Source: an optimization exercise on an open RTL-to-GDS flow (aim: small area). Production flows keep margins and buffers that such runs may drop. The RTL was checked by simulation tests, not by an equivalence proof against the original design. The clock input has no modelled driver; a real chip could not lean on it and would need a root buffer or a full tree. Power figures rest on the tool's default switching activity, not on a simulated workload.

==> flow/design.v <==
module spi_master
(
input               clk             ,
input               rst_n           ,
output              SPI4wire_SCK    ,
output              SPI4wire_CS_N   ,
output              SPI4wire_MOSI   ,
input               SPI4wire_MISO   ,
input   [15:0]      par_freq_div    ,
input   [7:0]       par_adr_sclknum ,
input   [7:0]       par_dat_sclknum ,
input               par_cpha        ,
input               par_cpol        ,
input               tx_tvalid       ,
input   [31:0]      tx_tdata        ,
output              tx_tready       ,
output              rx_tvalid       ,
output  [31:0]      rx_tdata
);
localparam I1 = 3'b000, I0 = 3'b001, IR = 3'b010, FN = 3'b011,
           L1 = 3'b100, LD = 3'b101, RN = 3'b111;
reg [2:0]  state;
reg        sck;
reg [14:0] half_cnt;    
reg        half;        
reg [5:0]  bit_cnt;     
reg [31:0] shreg;
reg        mosi;
reg        flag;
wire       tready   = (state == I1);
wire       rvalid   = (state == IR);
wire       cs_n     = ~(state[2] & state[0]);
wire       accept   = tx_tvalid & tready;
wire       idle     = ~state[2] & ~(state[1] & state[0]);
wire       active   = state[2];    
wire [5:0] sclk_num = (idle ? par_adr_sclknum[5:0] : bit_cnt) + (par_dat_sclknum[5:0] | {6{~idle}});
wire       term     = (half_cnt[14:1] == 14'd0) & (half_cnt[0] ^ (half & par_freq_div[0]));
wire       ev_mid   = active & term & ~half;
wire       ev_end   = active & term & half;
wire       last_end = bit_cnt[5] & ~bit_cnt[0];           
wire       in_bits  = state[2] & state[1] & (half ? ~last_end : ~bit_cnt[5]);
wire       sample   = in_bits & (par_cpha ? ev_end : ev_mid);
wire       tx_step  = ~bit_cnt[5] & (par_cpha ? ev_mid : ev_end);
assign SPI4wire_SCK  = sck;
assign SPI4wire_CS_N = cs_n;
assign SPI4wire_MOSI = mosi;
assign tx_tready     = tready;
assign rx_tvalid     = rvalid;
assign rx_tdata      = shreg;
always @(posedge clk or negedge rst_n)
begin
    if (!rst_n) begin
        state  <= I0;
        sck    <= 1'b0;
    end else begin
        case (state)
        I0, IR: state <= I1;
        I1: if (tx_tvalid) state <= L1;
        L1: state <= LD;
        LD: if (ev_end) state <= RN;
        RN: if (ev_end & last_end) state <= FN;
        FN: state <= flag ? IR : I0;
        default: state <= I0;
        endcase
        if (idle)
            sck <= par_cpol;
        else if (term & in_bits)
            sck <= ~sck;
    end
end
always @(posedge clk)
begin
    if (~active | term)
        half_cnt <= par_freq_div[15:1];
    else
        half_cnt <= half_cnt - 1'b1;
    half <= active & (half ^ term);
    if (idle | ev_mid)
        bit_cnt <= sclk_num;
end
wire [3:0]  t2 = {1'b0, sclk_num[1] & sclk_num[0], sclk_num[1], sclk_num[1] | sclk_num[0]};
wire [7:0]  t3 = {t2 & {4{sclk_num[2]}}, t2 | {4{sclk_num[2]}}};
wire [15:0] t4 = {t3 & {8{sclk_num[3]}}, t3 | {8{sclk_num[3]}}};
wire        hi = sclk_num[5] | sclk_num[4];
wire [31:0] keep = {(t4 & {16{sclk_num[4]}}) | {16{sclk_num[5]}}, t4 | {16{hi}}};
wire sh_hold = ~accept & ~sample;
integer i;
always @(posedge clk)
begin
    for (i = 0; i < 32; i = i + 1)
        shreg[i] <= (tx_tdata[i] & keep[31 - i] & accept)
                  | ((i == 0 ? SPI4wire_MISO : shreg[i - 1]) & sample)
                  | (shreg[i] & sh_hold);
    if (accept)
        flag <= tx_tdata[31];
    if ((state[2] & ~state[1]) | tx_step)
        mosi <= shreg[31];
end
endmodule
export LEC_CHECK = 0
export CAP_MARGIN = 20
export CORE_MARGIN = 2
export CORE_UTILIZATION = 65
export GPL_TIMING_DRIVEN = 0
export SLEW_MARGIN = 20
create_clock -name core_clock -period 6.0 [get_ports {clk}]
standard.sh (not shown) runs the stock make flow with config.mk's settings and CLKGATE_MAP_FILE= SYNTH_SCRIPT=/design/flow/synth_recipe.tcl, a recipe that flattens the netlist after the stock synthesis.
==> flow/flow/run.sh <==
#!/bin/bash
# Standard ORFS layout (standard.sh) with these changes:
#  - synthesis maps logic with an area-oriented ABC script (flow/area.abc) and
#    leaves adders to ABC (ADDER_MAP_FILE empty); everything else in the
#    synthesis script is the standard flow's own synth_recipe.tcl
#  - port buffers use buf_1
#  - CTS, then the clock tree is rebuilt as four buffers driven by the clock
#    port, one per cluster of flip-flops (flow/post_cts.tcl)
#  - repair_design may not use buffers above buf_4 (flow/pre_resize.tcl), and
#    afterwards cells are downsized where no limit or timing needs them
#    (flow/post_resize.tcl)
set -euo pipefail
W=$PWD
{ head -1 synth_recipe.tcl
  echo "proc abc {args} { set i [lsearch \$args -script]; lset args [expr {\$i+1}] $W/flow/area.abc; yosys abc {*}\$args }"
  tail -n +2 synth_recipe.tcl; } > area_synth.tcl
export BUFFER_PORTS_ARGS="-buffer_cell sky130_fd_sc_hd__buf_1"
export CTS_ARGS="-sink_clustering_enable -repair_clock_nets -dont_use_dummy_load -buf_list {sky130_fd_sc_hd__clkbuf_4}"
export POST_CTS_TCL=$W/flow/post_cts.tcl
export PRE_RESIZE_TCL=$W/flow/pre_resize.tcl
export POST_RESIZE_TCL=$W/flow/post_resize.tcl
bash standard.sh SYNTH_SCRIPT=$W/area_synth.tcl ADDER_MAP_FILE= finish > standard_flow.log 2>&1
==> flow/flow/area.abc <==
strash
&get -n
&fraig -x
&put
scorr
dc2
strash
balance -l; resub -K 6 -l; rewrite -l; resub -K 6 -N 2 -l; refactor -l; resub -K 8 -l; balance -l; resub -K 8 -N 2 -l; rewrite -l; resub -K 10 -l; rewrite -z -l; resub -K 10 -N 2 -l; balance -l; resub -K 12 -l; refactor -z -l; resub -K 12 -N 2 -l; rewrite -z -l; balance -l
&get -n
&deepsyn -T 30
&put
&get -n
&dch -f
&nf -R 1000
&put
mfs3 -ae
strash
&get -n
&dch -f
&nf -R 1000
&put
mfs3 -ae
==> flow/flow/post_cts.tcl <==
# After CTS: rebuild the clock tree as four clkbuf_8 buffers driven by the
# clock port, one per cluster of flip-flops; a buffer whose flip-flops see a
# clock slew above 0.1 ns becomes clkbuf_16.
source [file dirname [info script]]/rebuild_clock.tcl
rebuild_clock_tree 4 sky130_fd_sc_hd__clkbuf_8 sky130_fd_sc_hd__clkbuf_16 0.1
Other scripts of this flow, unchanged in this note and not shown: flow/flow/downsize.tcl, flow/flow/post_resize.tcl, flow/flow/pre_resize.tcl, flow/flow/rebuild_clock.tcl
Then changed:
--- a/flow/flow/area.abc
+++ b/flow/flow/area.abc
@@ -17,6 +16,0 @@
-strash
-&get -n
-&dch -f
-&nf -R 1000
-&put
-mfs3 -ae
Result: Critical path depth decreases by 1; hold slack degrades by 0.010 ns; wire length goes up by about 1.3%; setup slack gets worse by 0.20 ns.
Then changed:
--- a/flow/config.mk
+++ b/flow/config.mk
@@ -10 +10 @@
-export CORE_UTILIZATION = 65
+export CORE_UTILIZATION = 80
This time the run did not get past global placement with GPL-0301.
Area after synthesis is unchanged.
Synthesized cell count does not change.
Then changed:
--- a/flow/flow/area.abc
+++ b/flow/flow/area.abc
@@ -16,0 +17,6 @@
+strash
+&get -n
+&dch -f
+&nf -R 1000
+&put
+mfs3 -ae
==> flow/flow/post_cts.tcl (replaced) <==
# After CTS: rebuild the clock tree as four clkbuf_8 buffers driven by the
# clock port, one per cluster of flip-flops; a buffer whose flip-flops see a
# clock slew above 0.115 ns becomes clkbuf_16.
source [file dirname [info script]]/rebuild_clock.tcl
rebuild_clock_tree 4 sky130_fd_sc_hd__clkbuf_8 sky130_fd_sc_hd__clkbuf_16 0.115
--- a/flow/config.mk
+++ b/flow/config.mk
@@ -8 +8 @@
-export CAP_MARGIN = 20
+export CAP_MARGIN = 5
@@ -10 +10 @@
-export CORE_UTILIZATION = 80
+export CORE_UTILIZATION = 65
@@ -12 +12 @@
-export SLEW_MARGIN = 20
+export SLEW_MARGIN = 5
After rerunning:
- This time the run ran to the end with no violations
- synthesized area decreases by 1.9%
- synthesized cell count decreases by 1.6%
Then changed:
--- a/flow/config.mk
+++ b/flow/config.mk
@@ -8 +8 @@
-export CAP_MARGIN = 5
+export CAP_MARGIN = 20
@@ -12 +12 @@
-export SLEW_MARGIN = 5
+export SLEW_MARGIN = 20
Result:
- area after synthesis stays the same
- power hardly moves
- combinational power climbs by about 2%
- sequential share of layout area drops by 0.19 points
- fmax climbs by 2.3%
- wire length drops by 3.6%
- sequential power barely changes
- worst setup slack is better by 0.11 ns
- core utilization climbs by 0.38 points
- die area stays the same
- clock power stays flat
The clock cells of the first, second, fourth and fifth runs of this note come from the design's own scripts or RTL, not from TritonCTS.

==> re-timing with driven ports <==
In the flow no input, the clock included, has a driving cell. The finished layouts below were timed again as built, in two steps.
Step 1 assumes that a clkbuf_16 drives the clock port and a buf_2 every other input.
Step 2 times the ports against the registers' clock, not the clock port: input delays grow and output delays shrink by t, the midpoint of the rising clock arrivals with the driver on.
Slacks: ideal ports / drivers / drivers and shift; pairs: ideal ports / drivers.
run	t, ns	slack for setup (ns)	latest minus earliest clock arrival (ns)
the first run	0.203	1.329 / 1.329 / 1.329	0.016 / 0.016
the second run	0.207	1.130 / 1.130 / 1.130	0.012 / 0.013
the fourth run	0.207	1.222 / 1.222 / 1.222	0.012 / 0.013
the fifth run	0.209	1.329 / 1.329 / 1.329	0.016 / 0.015
After both steps every run listed still meets setup and hold.
